From an optimization exercise on the open Yosys and OpenROAD flow, aimed at small area and a short achievable clock period; shortcuts taken in it are not production practice.
RTL that was checked went through simulation tests only; none was proved equivalent to the original.
Power is estimated from default activity; no workload was simulated.

==> inputs of run K <==
==> flow/design.v <==
`timescale 1ns / 1ps
module MIPS_cpu(
    input clock,
    input reset,
    output [31:0] imem_addr,
    input [31:0] imem_rdata,
    output [31:0] dmem_addr,
    output [31:0] dmem_wdata,
    output dmem_we,
    input [31:0] dmem_rdata,
    output wb_en,
    output [4:0] wb_addr,
    output [31:0] wb_data
    );
    reg  [31:0] pc;           
    reg  [31:0] pc_d;         
    reg  [31:0] ir;           
    wire [31:0] pc_inc = pc + 32'd1;
    wire [31:0] pc_next;
    reg  [31:0] a_q, b_q;     
    reg         z_q;          
    reg  [4:0]  k_q;          
    reg         x_rw, x_we, x_ld, x_add, x_slt, x_cg, x_c1, x_cc;
    reg  [3:0]  x_tt;         
    reg         x_shl, x_shr, x_slc, x_src;
    reg         x_bz, x_bnz, x_jmp, x_jmr;
    reg  [4:0]  x_wa;
    reg         carry_q;
    reg         wb_en_q;
    reg  [4:0]  wb_addr_q;
    reg  [31:0] wb_data_q;
    assign imem_addr  = pc;
    assign dmem_addr  = a_q;
    assign dmem_wdata = b_q;
    assign dmem_we    = x_we;
    assign wb_en      = wb_en_q;
    assign wb_addr    = wb_addr_q;
    assign wb_data    = wb_data_q;
    always @(posedge clock) begin
        if (reset) begin
            pc <= 32'd0;
            ir <= 32'd0;
        end else begin
            pc <= pc_next;
            ir <= imem_rdata;
        end
        pc_d <= pc_inc;
    end
    wire [6:0]  op  = ir[31:25];
    wire [4:0]  fd  = ir[24:20];
    wire [4:0]  fa  = ir[19:15];
    wire [4:0]  fb  = ir[14:10];
    wire [14:0] imm = ir[14:0];
    wire o_st   = op == 7'd1;
    wire o_add  = op == 7'd2;
    wire o_sub  = op == 7'd5;
    wire o_jml  = op == 7'd7;
    wire o_and  = op == 7'd8;
    wire o_or   = op == 7'd10;
    wire o_xor  = op == 7'd12;
    wire o_bz   = op == 7'd32;
    wire o_ld   = op == 7'd33;
    wire o_adi  = op == 7'd34;
    wire o_adci = op == 7'd35;
    wire o_sbi  = op == 7'd37;
    wire o_ani  = op == 7'd40;
    wire o_ori  = op == 7'd42;
    wire o_xri  = op == 7'd44;
    wire o_not  = op == 7'd46;
    wire o_lsl  = op == 7'd48;
    wire o_lsr  = op == 7'd49;
    wire o_shlc = op == 7'd50;
    wire o_shrc = op == 7'd51;
    wire o_mov  = op == 7'd64;
    wire o_jmp  = op == 7'd68;
    wire o_siu  = op == 7'd69;
    wire o_bnz  = op == 7'd96;
    wire o_jmr  = op == 7'd97;
    wire o_aiu  = op == 7'd98;
    wire o_slt  = op == 7'd101;
    wire o_pcst = op == 7'd127;
    wire d_and = o_and | o_ani;
    wire d_or  = o_or  | o_ori;
    wire d_xor = o_xor | o_xri;
    wire d_pass = o_mov | o_jml;
    wire d_rw  = o_add | o_sub | o_jml | d_and | d_or | d_xor | o_ld | o_adi |
                 o_adci | o_sbi | o_not | o_lsl | o_lsr | o_shlc | o_shrc |
                 o_mov | o_siu | o_aiu | o_slt | o_pcst;
    wire use_pc  = o_jml | o_pcst | o_bz | o_bnz | o_jmp;
    wire imm_se  = o_jml | o_pcst | o_bz | o_bnz | o_jmp | o_adi | o_adci | o_sbi;
    wire use_imm = imm_se | o_ani | o_ori | o_xri | o_siu | o_aiu;
    wire inv_b   = o_sub | o_sbi | o_siu | o_slt;
    wire [31:0] immx = {{17{imm_se & imm[14]}}, imm};
    wire [31:0] rfa, rfb;
    MIPS_registerFile rf(clock, reset, fa, fb, wb_en_q, wb_addr_q, wb_data_q, rfa, rfb);
    wire byp_a = wb_en_q & (wb_addr_q != 5'd0) & (wb_addr_q == fa);
    wire byp_b = wb_en_q & (wb_addr_q != 5'd0) & (wb_addr_q == fb);
    wire [31:0] ra_v = byp_a ? wb_data_q : rfa;
    wire [31:0] rb_v = byp_b ? wb_data_q : rfb;
    wire [4:0] sh = imm[4:0];
    always @(posedge clock) begin
        a_q  <= use_pc ? pc_d : ra_v;
        b_q  <= (use_imm ? immx : rb_v) ^ {32{inv_b}};
        z_q  <= ~|ra_v;
        k_q  <= o_lsl ? sh : o_lsr ? (5'd0 - sh) : o_shlc ? 5'd1 : 5'd31;
        x_wa <= fd;
        if (reset) begin
            {x_rw, x_we, x_ld, x_add, x_slt, x_cg, x_c1, x_cc} <= 8'd0;
            x_tt <= 4'd0;
            {x_shl, x_shr, x_slc, x_src} <= 4'd0;
            {x_bz, x_bnz, x_jmp, x_jmr} <= 4'd0;
        end else begin
            x_rw  <= d_rw;
            x_we  <= o_st;
            x_ld  <= o_ld;
            x_add <= o_add | o_sub | o_adi | o_adci | o_sbi | o_siu | o_aiu | o_pcst;
            x_slt <= o_slt;
            x_cg  <= o_add | o_adi | o_adci | o_aiu;
            x_c1  <= o_sub | o_sbi | o_siu;
            x_cc  <= o_adci;
            x_tt  <= {d_and | d_or | d_pass, d_or | d_xor | d_pass, d_or | d_xor | o_not, o_not};
            x_shl <= o_lsl;
            x_shr <= o_lsr;
            x_slc <= o_shlc;
            x_src <= o_shrc;
            x_bz  <= o_bz;
            x_bnz <= o_bnz;
            x_jmp <= o_jmp | o_jml;
            x_jmr <= o_jmr;
        end
    end
    wire cin = x_c1 | (x_cc & carry_q);
    wire [33:0] s34 = {a_q[31], a_q, 1'b1} + {b_q[31], b_q, cin};
    wire [31:0] sum = s34[32:1];
    wire        le  = s34[33];    
    reg [31:0] lres;
    integer i;
    always @(*)
        for (i = 0; i < 32; i = i + 1)
            lres[i] = x_tt[{a_q[i], b_q[i]}];
    wire [31:0] r1  = k_q[0] ? {a_q[30:0], a_q[31]}    : a_q;
    wire [31:0] r2  = k_q[1] ? {r1[29:0],  r1[31:30]}  : r1;
    wire [31:0] r4  = k_q[2] ? {r2[27:0],  r2[31:28]}  : r2;
    wire [31:0] r8  = k_q[3] ? {r4[23:0],  r4[31:24]}  : r4;
    wire [31:0] rot = k_q[4] ? {r8[15:0],  r8[31:16]}  : r8;
    wire kz = k_q == 5'd0;
    reg [31:0] mask;
    always @(*)
        for (i = 0; i < 32; i = i + 1)
            mask[i] = x_shl ? (i >= k_q) : x_shr ? (kz | (i < k_q)) : (x_slc | x_src);
    wire [31:0] shm = rot & mask;
    wire [31:0] shres = {x_src ? carry_q : shm[31], shm[30:1], x_slc ? carry_q : shm[0]};
    wire x_sh = x_shl | x_shr | x_slc | x_src;
    wire [31:0] res = ({32{x_add}} & sum) | lres | ({32{x_sh}} & shres) | {31'd0, x_slt & le};
    wire cout = (x_cg & (a_q[31] | b_q[31]) & ~sum[31]) |
                (((x_shl | x_slc) & rot[0]) | ((x_shr | x_src) & rot[31])) & ~kz;
    wire taken = x_jmp | (x_bz & z_q) | (x_bnz & ~z_q);
    assign pc_next = taken ? sum : x_jmr ? a_q : pc_inc;
    always @(posedge clock) begin
        carry_q   <= cout;
        wb_addr_q <= x_wa;
        wb_data_q <= x_ld ? dmem_rdata : res;
        if (reset)
            wb_en_q <= 1'b0;
        else
            wb_en_q <= x_rw;
    end
endmodule
`timescale 1ns / 1ps
module MIPS_registerFile(
    input clk,
    input reset,
    input [4:0] aReg_select,
    input [4:0] bReg_select,
    input load_enable,
    input [4:0] dest_select,
    input [31:0] reg_data,
    output reg [31:0] operandA,
    output reg [31:0] operandB
    );
    wire [31:0] wdata = reg_data & {32{~reset}};
    wire [31:0] regs [0:31];
    assign regs[0] = 32'd0;
    genvar i;
    generate
        for (i = 1; i < 32; i = i + 1) begin : r
            reg [31:0] q;
            always @(posedge clk)
                if (reset | (load_enable & (dest_select == i)))
                    q <= wdata;
            assign regs[i] = q;
        end
    endgenerate
    integer j;
    always @(*) begin
        operandA = 32'd0;
        operandB = 32'd0;
        for (j = 1; j < 32; j = j + 1) begin
            operandA = operandA | (regs[j] & {32{aReg_select == j}});
            operandB = operandB | (regs[j] & {32{bReg_select == j}});
        end
    end
endmodule
==> flow/run.sh <==
#!/bin/bash
# synth_recipe.tcl (not shown) runs the flow's synth.tcl, then flattens the netlist and writes it again
# the make line also repeats each setting of config.mk as NAME=value (left out here)
make -C /OpenROAD-flow-scripts/flow DESIGN_CONFIG=/design/flow/config.mk WORK_HOME=/design/flow/orfs CLKGATE_MAP_FILE= SYNTH_SCRIPT=/design/flow/synth_recipe.tcl finish
==> flow/config.mk <==
export PLATFORM = sky130hd
export DESIGN_NAME = MIPS_cpu
export DESIGN_NICKNAME = MIPS_cpu
export VERILOG_FILES = /design/flow/design.v
export SDC_FILE = /design/flow/constraint.sdc
export NUM_CORES = 8
export LEC_CHECK = 0
export CAP_MARGIN = 30
export CORE_MARGIN = 2
export CORE_UTILIZATION = 50
export SETUP_SLACK_MARGIN = 4.5
export SLEW_MARGIN = 30
==> flow/constraint.sdc <==
create_clock -name core_clock -period 8.0 [get_ports {clock}]
set_input_delay 1.6000 -clock core_clock [delete_from_list [all_inputs] [get_ports {clock}]]
set_output_delay 1.6000 -clock core_clock [all_outputs]
set_load 0.01 [all_outputs]
==> run X: changes against run K <==
==> flow/design.v, changed modules only <==
module MIPS_cpu(
    input clock,
    input reset,
    output [31:0] imem_addr,
    input [31:0] imem_rdata,
    output [31:0] dmem_addr,
    output [31:0] dmem_wdata,
    output dmem_we,
    input [31:0] dmem_rdata,
    output wb_en,
    output [4:0] wb_addr,
    output [31:0] wb_data
    );
    reg  [31:0] pc;           
    reg  [31:0] pc_d;         
    reg  [31:0] ir;           
    reg         byp_a, byp_b;  
    reg  [31:0] ones;         
    integer n;
    always @(*) begin
        ones = {pc[30:0], 1'b1};
        for (n = 1; n < 32; n = n * 2)
            ones = ones & ((ones << n) | ((32'd1 << n) - 32'd1));
    end
    wire [31:0] pc_inc = pc ^ ones;
    wire [31:0] pc_next;
    reg  [31:0] a_q, b_q;     
    reg  [4:0]  k_q;          
    reg         x_rw, x_we, x_ld, x_add, x_slt, x_cg;
    reg  [3:0]  x_tt;         
    reg         x_shl, x_shr, x_slc, x_src;
    reg         x_bz, x_bnz, x_jmp, x_jmr;
    reg  [4:0]  x_wa;
    reg         carry_q;
    reg         cin_q;        
    reg         wb_en_q;
    reg  [4:0]  wb_addr_q;
    reg  [31:0] wb_data_q;
    assign imem_addr  = pc;
    assign dmem_addr  = a_q;
    assign dmem_wdata = b_q;
    assign dmem_we    = x_we;
    assign wb_en      = wb_en_q;
    assign wb_addr    = wb_addr_q;
    assign wb_data    = wb_data_q;
    always @(posedge clock) begin
        if (reset) begin
            pc <= 32'd0;
            ir <= 32'd0;
            byp_a <= 1'b0;
            byp_b <= 1'b0;
        end else begin
            pc <= pc_next;
            ir <= imem_rdata;
            byp_a <= x_rw & (x_wa != 5'd0) & (x_wa == imem_rdata[19:15]);
            byp_b <= x_rw & (x_wa != 5'd0) & (x_wa == imem_rdata[14:10]);
        end
        pc_d <= pc_inc;
    end
    wire [6:0]  op  = ir[31:25];
    wire [4:0]  fd  = ir[24:20];
    wire [4:0]  fa  = ir[19:15];
    wire [4:0]  fb  = ir[14:10];
    wire [14:0] imm = ir[14:0];
    wire o_st   = op == 7'd1;
    wire o_add  = op == 7'd2;
    wire o_sub  = op == 7'd5;
    wire o_jml  = op == 7'd7;
    wire o_and  = op == 7'd8;
    wire o_or   = op == 7'd10;
    wire o_xor  = op == 7'd12;
    wire o_bz   = op == 7'd32;
    wire o_ld   = op == 7'd33;
    wire o_adi  = op == 7'd34;
    wire o_adci = op == 7'd35;
    wire o_sbi  = op == 7'd37;
    wire o_ani  = op == 7'd40;
    wire o_ori  = op == 7'd42;
    wire o_xri  = op == 7'd44;
    wire o_not  = op == 7'd46;
    wire o_lsl  = op == 7'd48;
    wire o_lsr  = op == 7'd49;
    wire o_shlc = op == 7'd50;
    wire o_shrc = op == 7'd51;
    wire o_mov  = op == 7'd64;
    wire o_jmp  = op == 7'd68;
    wire o_siu  = op == 7'd69;
    wire o_bnz  = op == 7'd96;
    wire o_jmr  = op == 7'd97;
    wire o_aiu  = op == 7'd98;
    wire o_slt  = op == 7'd101;
    wire o_pcst = op == 7'd127;
    wire d_and = o_and | o_ani;
    wire d_or  = o_or  | o_ori;
    wire d_xor = o_xor | o_xri;
    wire d_pass = o_mov | o_jml;
    wire d_rw  = o_add | o_sub | o_jml | d_and | d_or | d_xor | o_ld | o_adi |
                 o_adci | o_sbi | o_not | o_lsl | o_lsr | o_shlc | o_shrc |
                 o_mov | o_siu | o_aiu | o_slt | o_pcst;
    wire use_pc  = o_jml;
    wire use_tgt = o_jml | o_pcst | o_bz | o_bnz | o_jmp;
    wire imm_se  = o_jml | o_pcst | o_bz | o_bnz | o_jmp | o_adi | o_adci | o_sbi;
    wire use_imm = imm_se | o_ani | o_ori | o_xri | o_siu | o_aiu;
    wire inv_b   = o_sub | o_sbi | o_siu | o_slt;
    wire [31:0] immx = {{17{imm_se & imm[14]}}, imm};
    wire        use_rb  = ~use_tgt & ~use_imm;
    wire [31:0] ra_n, rb_n;
    MIPS_registerFile rf(clock, reset, fa, fb, byp_a, byp_b, wb_en_q, wb_addr_q, wb_data_q, ra_n, rb_n);
    wire [31:0] ra_v = ~ra_n;
    wire [31:0] rb_v = ~rb_n;
    wire [4:0] sh = imm[4:0];
    wire [31:0] tgt = pc_d + {{17{imm[14]}}, imm};
    wire [31:0] b_other = use_tgt ? tgt : immx ^ {32{inv_b}};
    always @(posedge clock) begin
        a_q  <= use_pc ? pc_d : ra_v;
        b_q  <= use_rb ? rb_v ^ {32{inv_b}} : b_other;
        k_q  <= o_lsl ? sh : o_lsr ? (5'd0 - sh) : o_shlc ? 5'd1 : 5'd31;
        x_wa <= fd;
        if (reset) begin
            {x_rw, x_we, x_ld, x_add, x_slt, x_cg} <= 6'd0;
            x_tt <= 4'd0;
            {x_shl, x_shr, x_slc, x_src} <= 4'd0;
            {x_bz, x_bnz, x_jmp, x_jmr} <= 4'd0;
        end else begin
            x_rw  <= d_rw;
            x_we  <= o_st;
            x_ld  <= o_ld;
            x_add <= o_add | o_sub | o_adi | o_adci | o_sbi | o_siu | o_aiu;
            x_slt <= o_slt;
            x_cg  <= o_add | o_adi | o_adci | o_aiu;
            x_tt  <= {d_and | d_or | d_pass | o_pcst, d_or | d_xor | d_pass, d_or | d_xor | o_not | o_pcst, o_not};
            x_shl <= o_lsl;
            x_shr <= o_lsr;
            x_slc <= o_shlc;
            x_src <= o_shrc;
            x_bz  <= o_bz;
            x_bnz <= o_bnz;
            x_jmp <= o_jmp | o_jml;
            x_jmr <= o_jmr;
        end
    end
    wire cin = cin_q;
    wire [33:0] s34 = {a_q[31], a_q, 1'b1} + {b_q[31], b_q, cin};
    wire [31:0] sum = s34[32:1];
    wire        le  = s34[33];    
    reg [31:0] lres;
    integer i;
    always @(*)
        for (i = 0; i < 32; i = i + 1)
            lres[i] = x_tt[{a_q[i], b_q[i]}];
    wire [31:0] r1  = k_q[0] ? {a_q[30:0], a_q[31]}    : a_q;
    wire [31:0] r2  = k_q[1] ? {r1[29:0],  r1[31:30]}  : r1;
    wire [31:0] r4  = k_q[2] ? {r2[27:0],  r2[31:28]}  : r2;
    wire [31:0] r8  = k_q[3] ? {r4[23:0],  r4[31:24]}  : r4;
    wire [31:0] rot = k_q[4] ? {r8[15:0],  r8[31:16]}  : r8;
    wire kz = k_q == 5'd0;
    reg [31:0] mask;
    always @(*)
        for (i = 0; i < 32; i = i + 1)
            mask[i] = x_shl ? (i >= k_q) : x_shr ? (kz | (i < k_q)) : (x_slc | x_src);
    wire [31:0] shm = rot & mask;
    wire [31:0] shres = {x_src ? carry_q : shm[31], shm[30:1], x_slc ? carry_q : shm[0]};
    wire x_sh = x_shl | x_shr | x_slc | x_src;
    wire [31:0] res_other = lres | ({32{x_sh}} & shres) | {31'd0, x_slt & le};
    wire cout = (x_cg & (a_q[31] | b_q[31]) & ~sum[31]) |
                (((x_shl | x_slc) & rot[0]) | ((x_shr | x_src) & rot[31])) & ~kz;
    wire z = ~|a_q;
    wire [31:0] wbd = x_add ? sum : x_ld ? dmem_rdata : res_other;
    wire taken = x_jmp | (x_bz & z) | (x_bnz & ~z);
    assign pc_next = taken ? b_q : x_jmr ? a_q : pc_inc;
    always @(posedge clock) begin
        carry_q   <= cout;
        cin_q     <= (o_sub | o_sbi | o_siu) | (o_adci & cout);
        wb_addr_q <= x_wa;
        wb_data_q <= wbd;
        if (reset)
            wb_en_q <= 1'b0;
        else
            wb_en_q <= x_rw;
    end
endmodule
module MIPS_registerFile(
    input clk,
    input reset,
    input [4:0] aReg_select,
    input [4:0] bReg_select,
    input bypA,
    input bypB,
    input load_enable,
    input [4:0] dest_select,
    input [31:0] reg_data,
    output [31:0] operandA_n,
    output [31:0] operandB_n
    );
    wire [31:0] wdata = reg_data & {32{~reset}};
    wire [31:0] regs [1:31];
    genvar i, b;
    generate
        for (i = 1; i < 32; i = i + 1) begin : r
            reg [31:0] q;
            always @(posedge clk)
                if (reset | (load_enable & (dest_select == i)))
                    q <= wdata;
            assign regs[i] = q;
        end
    endgenerate
    wire [31:0] sa, sb;
    generate
        for (i = 1; i < 32; i = i + 1) begin : s
            assign sa[i-1] = (aReg_select == i) & ~bypA;
            assign sb[i-1] = (bReg_select == i) & ~bypB;
        end
    endgenerate
    assign sa[31] = bypA;
    assign sb[31] = bypB;
    generate
        for (b = 0; b < 32; b = b + 1) begin : rd
            wire [31:0] col;
            for (i = 1; i < 32; i = i + 1) begin : c
                assign col[i-1] = regs[i][b];
            end
            assign col[31] = reg_data[b];
            rf_read32 pa(col, sa, operandA_n[b]);
            rf_read32 pb(col, sb, operandB_n[b]);
        end
    endgenerate
endmodule
module rf_read32(input [31:0] d, input [31:0] s, output yn);
    wire [10:0] n;
    genvar k;
    generate
        for (k = 0; k < 10; k = k + 1) begin : g
            rf_aoi222 a(d[3*k], s[3*k], d[3*k+1], s[3*k+1], d[3*k+2], s[3*k+2], n[k]);
        end
    endgenerate
    rf_aoi22 l(d[30], s[30], d[31], s[31], n[10]);
    wire o1, o2, o3;
    rf_nand4 x1(n[0], n[1], n[2], n[3], o1);
    rf_nand4 x2(n[4], n[5], n[6], n[7], o2);
    rf_nand3 x3(n[8], n[9], n[10], o3);
    rf_nor3  x4(o1, o2, o3, yn);
endmodule
module rf_aoi222(input a1, input a2, input b1, input b2, input c1, input c2, output y);
    assign y = ~((a1 & a2) | (b1 & b2) | (c1 & c2));
endmodule
module rf_aoi22(input a1, input a2, input b1, input b2, output y);
    assign y = ~((a1 & a2) | (b1 & b2));
endmodule
module rf_nand4(input a, input b, input c, input d, output y);
    assign y = ~(a & b & c & d);
endmodule
module rf_nand3(input a, input b, input c, output y);
    assign y = ~(a & b & c);
endmodule
module rf_nor3(input a, input b, input c, output y);
    assign y = ~(a | b | c);
endmodule
- CORE_UTILIZATION: 50 -> 45
- CTS_CLUSTER_DIAMETER: not set -> 100
- CTS_CLUSTER_SIZE: not set -> 20
- SETUP_SLACK_MARGIN: 4.5 -> 5
- SYNTH_HIERARCHICAL: not set -> 1
==> qor summary <==
Outcome: run K finished clean; run X finished clean
Power of the combinational group: run K 1.87 mW; run X 2.24 mW
Largest net degree at the start of global routing: run K 74; run X 77
Minimum setup slack among reg-to-reg paths: run K 4.22 ns; run X 4.91 ns
Launching point of the worst reg2reg path: run K ir[17]$_SDFF_PP0_; run X ir[12]$_SDFF_PP0_
Pre-CTS worst setup slack: run K 3.21 ns; run X 4.00 ns
Synthesized area: run K 55200 sq um; run X 55800 sq um
Sequential share of power: run K 48.9%; run X 55.2%
Share of the core filled with cells in the final layout: run K 60.0%; run X 53.6%
Non-clock inverters: run K 48; run X 55
Data-path buffer share of cell area in the final layout: run K 5.79%; run X 7.05%
Critical path startpoint: run K ir[17]$_SDFF_PP0_; run X ir[12]$_SDFF_PP0_
Violation count after the first detailed-route iteration: run K 11794; run X 12502
Area taken by flip-flops and latches: run K 34500 sq um; run X 34800 sq um
Termination of the worst setup path: run K z_q$_DFF_P_; run X b_q[11]$_DFF_P_
Power consumed by the clock network: run K 6.24 mW; run X 3.98 mW
Avg Cell Area, Syn: run K 13.0 sq um; run X 13.9 sq um
Static Leak: run K 23.0 nW; run X 23.0 nW
Layout multi-input combinational cell count: run K 2655; run X 2588
Delay of the slowest critical-path stage: run K 0.61 ns; run X 0.50 ns
Drt pass-1 iters: run K 13; run X 17
Placement row count: run K 121; run X 129
Initial Utilization: run K 50.6%; run X 45.2%
Final #Nets: run K 4570; run X 4601
Highest clock rate: run K 0.265 GHz; run X 0.323 GHz
Smallest hold slack: run K 0.322 ns; run X 0.330 ns
No functional check of the RTL was part of run K.

-- what the ideal ports hide --
No port has a modelled driver above. Below, the same layouts with a new extraction and two added sets of constraints. Step 1 sets driving cells, clkbuf_16 on the clock port and buf_2 on the other inputs (assumed; they add their load-dependent delay and slew). Step 2 moves the port delays by t, midway between the first and last clock arrival at a register: inputs arrive t later, outputs are due t later. That takes back most of the time a late clock gives input paths. Three values: ideal, step 1, step 2; two values: the first two.
| run | t, ns | setup WS [ns] | worst setup path after step 2 | slew at the worst register clock pin (ns) | cell pins on the clock port's net |
|---|---|---|---|---|---|
| run K | 0.849 | 4.222 / 4.222 / 3.639 | input to register | 0.07 / 0.07 | 1 |
| run X | 0.775 | 4.907 / 4.907 / 4.249 | input to register | 0.10 / 0.10 | 1 |
After both steps every run listed still meets setup and hold. The setup slack of run X, which loses most, moves by 0.000 ns with the drivers and by -0.658 ns with both steps.
